From an optimization exercise on the open Yosys and OpenROAD flow, aimed at small area, a short achievable clock period and few clock cycles; shortcuts taken in it are not production practice.
The RTL was checked by simulation tests, not by an equivalence proof against the original design.
Power is estimated from default activity; no workload was simulated.

==> trial 89: inputs <==
==> flow/design.v <==
module alu #(
    parameter DIV = 1               
) (
    input  wire [33:0] S,
    input  wire [33:0] C,
    input  wire [31:0] Y,
    input  wire        div,
    input  wire        idle,
    input  wire        sin,
    input  wire        mbit,
    output wire [33:0] SO,
    output wire [33:0] CO,
    output wire        qp,
    output wire        qn
);
    wire [3:0] p  = S[33:30] ^ C[33:30];
    wire [3:0] g  = S[33:30] & C[33:30];
    wire       c3 = g[2] | (p[2] & g[1]) | (p[2] & p[1] & g[0]);
    wire       f3 = p[3] ^ c3;
    wire       en = (DIV != 0) & div & ~idle;
    assign qp = en & ~f3;
    assign qn = en & f3 & ~(&p[2:0]);
    wire        add = qn | (~div & mbit);
    wire [33:0] X   = {qp, qp, ({32{qp}} & ~Y) | ({32{add}} & Y)};
    wire [33:0] S2  = {S[32:0], sin};
    wire [33:0] C2  = {C[32:0], 1'b0};
    assign SO = S2 ^ C2 ^ X;
    assign CO = {(S2[32:0] & C2[32:0]) | (X[32:0] & (S2[32:0] | C2[32:0])), qp};
endmodule
module alu_top (
    input  wire        clk,
    input  wire        rst,
    input  wire        in_valid,
    output wire        in_ready,
    input  wire [31:0] a,
    input  wire [31:0] b,
    input  wire [4:0]  op,
    input  wire        signed_op,
    output reg         out_valid,
    output reg  [31:0] y,
    output reg         zero,
    output reg         carry,
    output reg         overflow,
    output reg         negative,
    output reg         parity
);
    localparam [4:0] OP_MUL = 5'd11;
    localparam [4:0] OP_DIV = 5'd12;
    localparam K   = 8;             
    localparam KD  = 4;             
    localparam LKD = 2;             
    localparam [3:0] M_ADD = 4'd0, M_AND = 4'd1, M_OR  = 4'd2, M_XOR = 4'd3,
                     M_NOT = 4'd4, M_SHL = 4'd5, M_SHR = 4'd6, M_ROL = 4'd7,
                     M_ROR = 4'd8, M_PSB = 4'd9, M_ZRO = 4'd10;
    reg  [31:0] a_r, b_r, qn_r;
    reg  [4:0]  op_r;
    reg         s_r;
    reg         va, first, rdy;
    reg  [2:0]  cnt;                
    reg  [33:0] S, C;
    reg         cb, mb, vb;
    reg  [3:0]  md;
    assign in_ready = rdy;
    wire is_mul = (op_r == OP_MUL);
    wire is_div = (op_r == OP_DIV);
    wire dfirst = first & is_div;
    reg  [4:0] lz;
    integer i;
    always @(*) begin
        lz = 5'd0;
        for (i = 0; i < 32; i = i + 1)
            if (b_r[i]) lz = 5'd31 - i[4:0];
    end
    wire        bz = (b_r == 32'd0);
    wire [31:0] Y  = dfirst ? (b_r << lz) : b_r;   
    wire [LKD-1:0] kidle = dfirst ? ~lz[LKD-1:0] : {LKD{1'b0}};
    reg  [KD-1:0]  din;                             
    always @(*) begin
        for (i = 0; i < KD; i = i + 1)
            din[i] = dfirst & (i <= kidle) & a_r[(kidle - i) & (KD - 1)];
    end
    wire [31:0] a_sh = (a_r >> kidle) >> 1;
    wire [33:0] s0 = first ? (is_div ? {2'b00, a_sh} : 34'd0) : S;
    wire [33:0] c0 = first ? 34'd0 : C;
    wire [33:0] sv [0:K];
    wire [33:0] cv [0:K];
    wire [K-1:0] qpv, qnv;
    assign sv[0] = s0;
    assign cv[0] = c0;
    genvar g;
    generate
        for (g = 0; g < K; g = g + 1) begin : step
            alu #(.DIV(g < KD)) u_step (
                .S(sv[g]), .C(cv[g]), .Y(Y), .div(is_div),
                .idle(g < kidle), .sin(g < KD ? din[g % KD] : 1'b0), .mbit(a_r[31 - g]),
                .SO(sv[g + 1]), .CO(cv[g + 1]), .qp(qpv[K - 1 - g]), .qn(qnv[K - 1 - g])
            );
        end
    endgenerate
    wire [31:0] qp_cat = {(dfirst ? {(32-KD){1'b0}} : a_r[31-KD:0]), qpv[K-1:K-KD]};
    wire [31:0] qn_cat = {(first ? {(32-KD){1'b0}} : qn_r[31-KD:0]), qnv[K-1:K-KD]};
    wire [33:0] wsum   = sv[KD] + cv[KD];
    wire        wneg   = wsum[33];
    wire [2:0]  cnt_now = first ? (is_mul ? 3'd3 : lz[4:LKD]) : cnt;
    wire last = (cnt_now == 0);
    wire done = ~(is_mul | is_div) | last | (dfirst & bz);
    wire cont = va & ~done;
    wire       sub   = (op_r == 5'd1);
    wire [32:0] a_ext = {s_r & a_r[31], a_r};
    wire [32:0] b_ext = {s_r & b_r[31], b_r} ^ {33{sub}};
    reg [3:0] md_d;
    always @(*) begin
        case (op_r)
            5'd0, 5'd1, OP_MUL, OP_DIV: md_d = M_ADD;
            5'd2:  md_d = M_AND;
            5'd3:  md_d = M_OR;
            5'd4:  md_d = M_XOR;
            5'd5:  md_d = M_NOT;
            5'd6:  md_d = M_SHL;
            5'd7:  md_d = M_SHR;
            5'd8:  md_d = M_ROL;
            5'd9:  md_d = M_ROR;
            5'd10: md_d = M_PSB;
            default: md_d = M_ZRO;
        endcase
    end
    reg  [33:0] s_d, c_d;
    reg         cb_d;
    always @(*) begin
        if (dfirst & bz) begin
            s_d  = 34'd0;
            c_d  = 34'd0;
            cb_d = 1'b0;
        end else if (is_div & last) begin
            s_d  = {2'b00, qp_cat};
            c_d  = {2'b11, ~qn_cat};
            cb_d = ~wneg;
        end else if (is_div) begin
            s_d  = sv[KD];
            c_d  = cv[KD];
            cb_d = 1'b0;
        end else if (is_mul) begin
            s_d  = sv[K];
            c_d  = cv[K];
            cb_d = 1'b0;
        end else begin
            s_d  = {1'b0, a_ext};
            c_d  = {sub, b_ext};
            cb_d = sub;
        end
    end
    reg  [32:0] t;
    reg         cy;
    always @(*) begin
        cy = cb;
        for (i = 0; i < 33; i = i + 1) begin
            t[i] = S[i] ^ C[i] ^ cy;
            cy   = (S[i] & C[i]) | (S[i] & cy) | (C[i] & cy);
        end
    end
    reg [31:0] r;
    always @(*) begin
        case (md)
            M_ADD:   r = t[31:0];
            M_AND:   r = S[31:0] & C[31:0];
            M_OR:    r = S[31:0] | C[31:0];
            M_XOR:   r = S[31:0] ^ C[31:0];
            M_NOT:   r = ~S[31:0];
            M_SHL:   r = {S[30:0], 1'b0};
            M_SHR:   r = {1'b0, S[31:1]};
            M_ROL:   r = {S[30:0], S[31]};
            M_ROR:   r = {S[0], S[31:1]};
            M_PSB:   r = C[31:0];
            default: r = 32'd0;
        endcase
    end
    wire take = in_valid & rdy;
    always @(posedge clk) begin
        if (cont) begin
            a_r <= is_mul ? {a_r[31-K:0], {K{1'b0}}} : qp_cat;
            b_r <= Y;
        end else begin
            a_r  <= a;
            b_r  <= b;
            op_r <= op;
        end
        s_r   <= signed_op;
        qn_r  <= qn_cat;
        cnt   <= cnt_now - 1'b1;
        first <= ~cont;
        S  <= s_d;
        C  <= c_d;
        cb <= cb_d;
        md <= md_d;
        mb <= (op_r[4:1] == 4'd0);
        y        <= r;
        zero     <= (r == 32'd0);
        carry    <= mb & t[32];
        overflow <= mb & (t[32] ^ t[31]);
        negative <= r[31];
        parity   <= ^r;
        if (rst) begin
            va        <= 1'b0;
            vb        <= 1'b0;
            out_valid <= 1'b0;
            rdy       <= 1'b1;
        end else begin
            vb        <= va & done;
            out_valid <= vb;
            if (cont) begin
                va  <= 1'b1;
                rdy <= (cnt_now == 1);
            end else begin
                va  <= take;
                rdy <= ~(take & ((op == OP_MUL) |
                                 ((op == OP_DIV) & (b[31:32-KD] == 0))));
            end
        end
    end
endmodule
==> flow/run.sh <==
#!/bin/bash
# synth_recipe.tcl (not shown) runs the flow's synth.tcl, then flattens the netlist and writes it again
# the make line also repeats each setting of config.mk as NAME=value (left out here)
make -C /OpenROAD-flow-scripts/flow DESIGN_CONFIG=/design/flow/config.mk WORK_HOME=/design/flow/orfs CLKGATE_MAP_FILE= SYNTH_SCRIPT=/design/flow/synth_recipe.tcl finish
==> flow/config.mk <==
export PLATFORM = sky130hd
export DESIGN_NAME = alu_top
export DESIGN_NICKNAME = alu_top
export VERILOG_FILES = /design/flow/design.v
export SDC_FILE = /design/flow/constraint.sdc
export NUM_CORES = 4
export LEC_CHECK = 0
export CAP_MARGIN = 20
export CORE_MARGIN = 2
export CORE_UTILIZATION = 40
export PLACE_DENSITY = 0.6
export SLEW_MARGIN = 20
==> flow/constraint.sdc <==
create_clock -name core_clock -period 100.0 [get_ports {clk}]
set_input_delay 20.0000 -clock core_clock [delete_from_list [all_inputs] [get_ports {clk}]]
set_output_delay 20.0000 -clock core_clock [all_outputs]
set_load 0.01 [all_outputs]
==> trial 83 (differences from trial 89) <==
==> flow/design.v, changed modules only <==
module alu (
    input  wire [33:0] S,
    input  wire [33:0] C,
    input  wire [31:0] Y,
    input  wire        div,
    input  wire        idle,
    input  wire        sin,
    input  wire        mpos,
    input  wire        mneg,
    output wire [33:0] SO,
    output wire [33:0] CO,
    output wire        qp,
    output wire        qn
);
    wire [3:0] p  = S[33:30] ^ C[33:30];
    wire [3:0] g  = S[33:30] & C[33:30];
    wire       c3 = g[2] | (p[2] & g[1]) | (p[2] & p[1] & g[0]);
    wire       f3 = p[3] ^ c3;
    wire       en = div & ~idle;
    assign qp = en & ~f3;
    assign qn = en & f3 & ~(&p[2:0]);
    wire        sb  = qp | (~div & mneg);       
    wire        ad  = qn | (~div & mpos);       
    wire [33:0] X   = {sb, sb, ({32{sb}} & ~Y) | ({32{ad}} & Y)};
    wire [33:0] S2  = {S[32:0], sin};
    wire [33:0] C2  = {C[32:0], 1'b0};
    assign SO = S2 ^ C2 ^ X;
    assign CO = {(S2[32:0] & C2[32:0]) | (X[32:0] & (S2[32:0] | C2[32:0])), sb};
endmodule
module alu4 (
    input  wire [33:0] S,
    input  wire [33:0] C,
    input  wire [31:0] Y,
    input  wire        h,
    input  wire        l,
    input  wire        p,
    output wire [33:0] SO,
    output wire [33:0] CO
);
    wire        one = l ^ p;
    wire        two = (h & ~l & ~p) | (~h & l & p);
    wire        neg = h & ~(l & p);
    wire [33:0] Ye  = {2'b00, Y};
    wire [33:0] X   = (({34{one}} & Ye) | ({34{two}} & {Ye[32:0], 1'b0})) ^ {34{neg}};
    wire [33:0] S4  = {S[31:0], 2'b00};
    wire [33:0] C4  = {C[31:0], 2'b00};
    assign SO = S4 ^ C4 ^ X;
    assign CO = {(S4[32:0] & C4[32:0]) | (X[32:0] & (S4[32:0] | C4[32:0])), neg};
endmodule
module alu_top (
    input  wire        clk,
    input  wire        rst,
    input  wire        in_valid,
    output wire        in_ready,
    input  wire [31:0] a,
    input  wire [31:0] b,
    input  wire [4:0]  op,
    input  wire        signed_op,
    output reg         out_valid,
    output reg  [31:0] y,
    output reg         zero,
    output reg         carry,
    output reg         overflow,
    output reg         negative,
    output reg         parity
);
    localparam [4:0] OP_MUL = 5'd11;
    localparam [4:0] OP_DIV = 5'd12;
    localparam K   = 8;             
    localparam KD  = 4;             
    localparam LKD = 2;             
    reg  [31:0] a_r, b_r, qn_r;
    reg  [4:0]  op_r;
    reg         s_r;
    reg         va, first, rdy;
    reg  [2:0]  cnt;                
    reg  [33:0] S, C;
    reg         cb, mb, vb;
    assign in_ready = rdy;
    wire is_mul = (op_r == OP_MUL);
    wire is_div = (op_r == OP_DIV);
    wire dfirst = first & is_div;
    reg  [4:0] lz;
    integer i;
    always @(*) begin
        lz = 5'd0;
        for (i = 0; i < 32; i = i + 1)
            if (b_r[i]) lz = 5'd31 - i[4:0];
    end
    wire        bz = (b_r == 32'd0);
    wire [31:0] Y  = b_r << (lz & {5{is_div}});    
    wire [LKD-1:0] kidle = dfirst ? ~lz[LKD-1:0] : {LKD{1'b0}};
    reg  [KD-1:0]  din;                             
    always @(*) begin
        for (i = 0; i < KD; i = i + 1)
            din[i] = dfirst & (i <= kidle) & a_r[(kidle - i) & (KD - 1)];
    end
    wire [31:0] a_sh = (a_r >> kidle) >> 1;
    wire [33:0] s0 = first ? (is_div ? {2'b00, a_sh} : 34'd0) : S;
    wire [33:0] c0 = first ? 34'd0 : C;
    wire [3:0] bh = {a_r[31], a_r[29], a_r[27], a_r[25]};
    wire [3:0] bl = {a_r[30], a_r[28], a_r[26], a_r[24]};
    wire [3:0] bp = {a_r[29], a_r[27], a_r[25], a_r[23]};
    wire [3:0] mpos, mneg;
    generate
        genvar d;
        for (d = 0; d < 2; d = d + 1) begin : split
            wire one = bl[3-d] ^ bp[3-d];
            wire two = (bh[3-d] & ~bl[3-d] & ~bp[3-d]) | (~bh[3-d] & bl[3-d] & bp[3-d]);
            wire neg = bh[3-d] & ~(bl[3-d] & bp[3-d]);
            assign mpos[2*d]     = two & ~neg;    
            assign mneg[2*d]     = two & neg;
            assign mpos[2*d + 1] = one & ~neg;    
            assign mneg[2*d + 1] = one & neg;
        end
    endgenerate
    wire [33:0] sv [0:KD+2];
    wire [33:0] cv [0:KD+2];
    wire [KD-1:0] qpv, qnv;
    assign sv[0] = s0;
    assign cv[0] = c0;
    genvar g;
    generate
        for (g = 0; g < KD; g = g + 1) begin : step
            alu u_step (
                .S(sv[g]), .C(cv[g]), .Y(Y), .div(is_div),
                .idle((g < kidle) | bz), .sin(din[g]), .mpos(mpos[g]), .mneg(mneg[g]),
                .SO(sv[g + 1]), .CO(cv[g + 1]), .qp(qpv[KD - 1 - g]), .qn(qnv[KD - 1 - g])
            );
        end
        for (g = 0; g < 2; g = g + 1) begin : step4
            alu4 u_step4 (
                .S(sv[KD + g]), .C(cv[KD + g]), .Y(Y),
                .h(bh[1-g]), .l(bl[1-g]), .p(bp[1-g]),
                .SO(sv[KD + g + 1]), .CO(cv[KD + g + 1])
            );
        end
    endgenerate
    wire [31:0] qp_cat = {(dfirst ? {(32-KD){1'b0}} : a_r[31-KD:0]), qpv};
    wire [31:0] qn_cat = {(first ? {(32-KD){1'b0}} : qn_r[31-KD:0]), qnv};
    wire [33:0] wsum   = sv[KD] + cv[KD];
    wire        wneg   = wsum[33];
    wire [2:0]  cnt_now = first ? (is_mul ? 3'd3 : lz[4:LKD]) : cnt;
    wire last = (cnt_now == 0);
    wire done = ~(is_mul | is_div) | last;
    wire cont = va & ~done;
    wire       is_as = (op_r[4:1] == 4'd0);
    wire       sub   = (op_r == 5'd1);
    wire       shl   = (op_r == 5'd6) | (op_r == 5'd8);
    wire       shr   = (op_r == 5'd7) | (op_r == 5'd9);
    wire       rot   = op_r[3];
    wire [31:0] x = shl ? {a_r[30:0], rot & a_r[31]} :
                    shr ? {rot & a_r[0], a_r[31:1]} : a_r;
    reg  [3:0] tt;                  
    always @(*) begin
        case (op_r)
            5'd2:    tt = 4'b1000;   
            5'd3:    tt = 4'b1110;   
            5'd4:    tt = 4'b0110;   
            5'd5:    tt = 4'b0011;   
            5'd10:   tt = 4'b1010;   
            5'd0, 5'd1, 5'd6, 5'd7, 5'd8, 5'd9:
                     tt = 4'b1100;   
            default: tt = 4'b0000;
        endcase
    end
    reg  [31:0] lres;
    always @(*) begin
        for (i = 0; i < 32; i = i + 1)
            lres[i] = tt[{x[i], b_r[i]}];
    end
    wire [33:0] c_op = is_as ? {sub, {s_r & b_r[31], b_r} ^ {33{sub}}} : 34'd0;
    reg  [33:0] s_d, c_d;
    reg         cb_d;
    always @(*) begin
        if (is_div & last) begin
            s_d  = {2'b00, qp_cat};
            c_d  = {2'b11, ~qn_cat};
            cb_d = ~wneg;
        end else if (is_div) begin
            s_d  = sv[KD];
            c_d  = cv[KD];
            cb_d = 1'b0;
        end else if (is_mul) begin
            s_d  = sv[KD+2];
            c_d  = cv[KD+2];
            cb_d = 1'b0;
        end else begin
            s_d  = {1'b0, is_as & s_r & a_r[31], lres};
            c_d  = c_op;
            cb_d = sub;
        end
    end
    reg  [32:0] t;
    reg         cy;
    always @(*) begin
        cy = cb;
        for (i = 0; i < 33; i = i + 1) begin
            t[i] = S[i] ^ C[i] ^ cy;
            cy   = (S[i] & C[i]) | (S[i] & cy) | (C[i] & cy);
        end
    end
    wire [31:0] r = t[31:0];
    wire take = in_valid & rdy;
    always @(posedge clk) begin
        if (cont) begin
            a_r <= is_mul ? {a_r[31-K:0], {K{1'b0}}} : qp_cat;
            b_r <= Y;
        end else begin
            a_r  <= a;
            b_r  <= b;
            op_r <= op;
        end
        s_r   <= signed_op;
        qn_r  <= qn_cat;
        cnt   <= cnt_now - 1'b1;
        first <= ~cont;
        S  <= s_d;
        C  <= c_d;
        cb <= cb_d;
        mb <= is_as;
        y        <= r;
        zero     <= (r == 32'd0);
        carry    <= mb & t[32];
        overflow <= mb & (t[32] ^ t[31]);
        negative <= r[31];
        parity   <= ^r;
        if (rst) begin
            va        <= 1'b0;
            vb        <= 1'b0;
            out_valid <= 1'b0;
            rdy       <= 1'b1;
        end else begin
            vb        <= va & done;
            out_valid <= vb;
            if (cont) begin
                va  <= 1'b1;
                rdy <= (cnt_now == 1);
            end else begin
                va  <= take;
                rdy <= ~(take & ((op == OP_MUL) |
                                 ((op == OP_DIV) & (b[31:32-KD] == 0))));
            end
        end
    end
endmodule
==> flow_summary.rst <==
.. list-table::
   :header-rows: 1

   * - Metric
     - Value
   * - Maximum operating frequency
     - 46.6 MHz
   * - Multi-Input Combinational
     - 2059
   * - Power attributed to combinational cells
     - 0.000187 W
   * - Most area-consuming cells after synthesis
     - fa_1 (18%), dfxtp_1 (18%), mux2i_1 (7.8%)
   * - Area of the core
     - 57900 sq um
   * - Result of the run
     - timing/DRC/antenna clean
   * - DIE AREA
     - 60800 sq um
   * - Arrival time of data at the critical path endpoint
     - 1450 ps
   * - All-layer global routing usage
     - 0.333
   * - Vias per inst
     - 6.28
   * - Post-Syn Nets
     - 3174
   * - Number of DRC violations after detailed-routing iteration 0
     - 2838
   * - Fraction of standard cell area in multi-input logic
     - 0.658
The numbers above come from trial 83.

==> flow_summary.rst <==
.. list-table::
   :header-rows: 1

   * - Metric
     - Value
   * - Buffer cell driving the clock tree root
     - clkbuf_16
   * - Vias per inst
     - 6.12
   * - Number of DRC violations after detailed-routing iteration 0
     - 2775
   * - Topmost layer with routed signal wires
     - met5
   * - Area of the core
     - 61700 sq um
   * - Final design area excluding fillers
     - 27900 sq um
   * - Post-Syn Nets
     - 3499
   * - M3 GR Usage
     - 0.0716
   * - Result of the run
     - timing/DRC/antenna clean
   * - Most area-consuming cells after synthesis
     - fa_1 (22%), dfxtp_1 (17%), ha_1 (7.7%)
   * - DRC violations left
     - 0
   * - DIE AREA
     - 64400 sq um
   * - Multi-Input Combinational
     - 2255
   * - All-layer global routing usage
     - 0.320
   * - Arrival time of data at the critical path endpoint
     - 1490 ps
The numbers above come from trial 89.

Testbench counts of trial 89, summed over its fixed seeds: cycles 20,987.
Testbench counts of trial 83, summed over its fixed seeds: cycles 20,987.

re-timing with driven ports:
Ports are ideal in the flow. The routed layouts listed here were re-timed in OpenROAD.
Step 1 sets driving cells, clkbuf_16 on the clock port and buf_2 on the other inputs (assumed; they add their load-dependent delay and slew).
Step 2 also shifts input and output timing later by t, the mid clock arrival at the registers, as if the neighbouring blocks saw the same clock.
Three values: ideal ports, drivers, drivers and shift; two values: the first two.
| run | t (ns) | setup slack, ns | hold slack, ns |
|---|---|---|---|
| trial 89 | 0.673 | 78.515 / 78.453 / 78.151 | 0.447 / 0.447 / 0.447 |
| trial 83 | 0.641 | 78.553 / 78.486 / 78.189 | 0.449 / 0.449 / 0.449 |
After both steps every run listed still meets setup and hold.
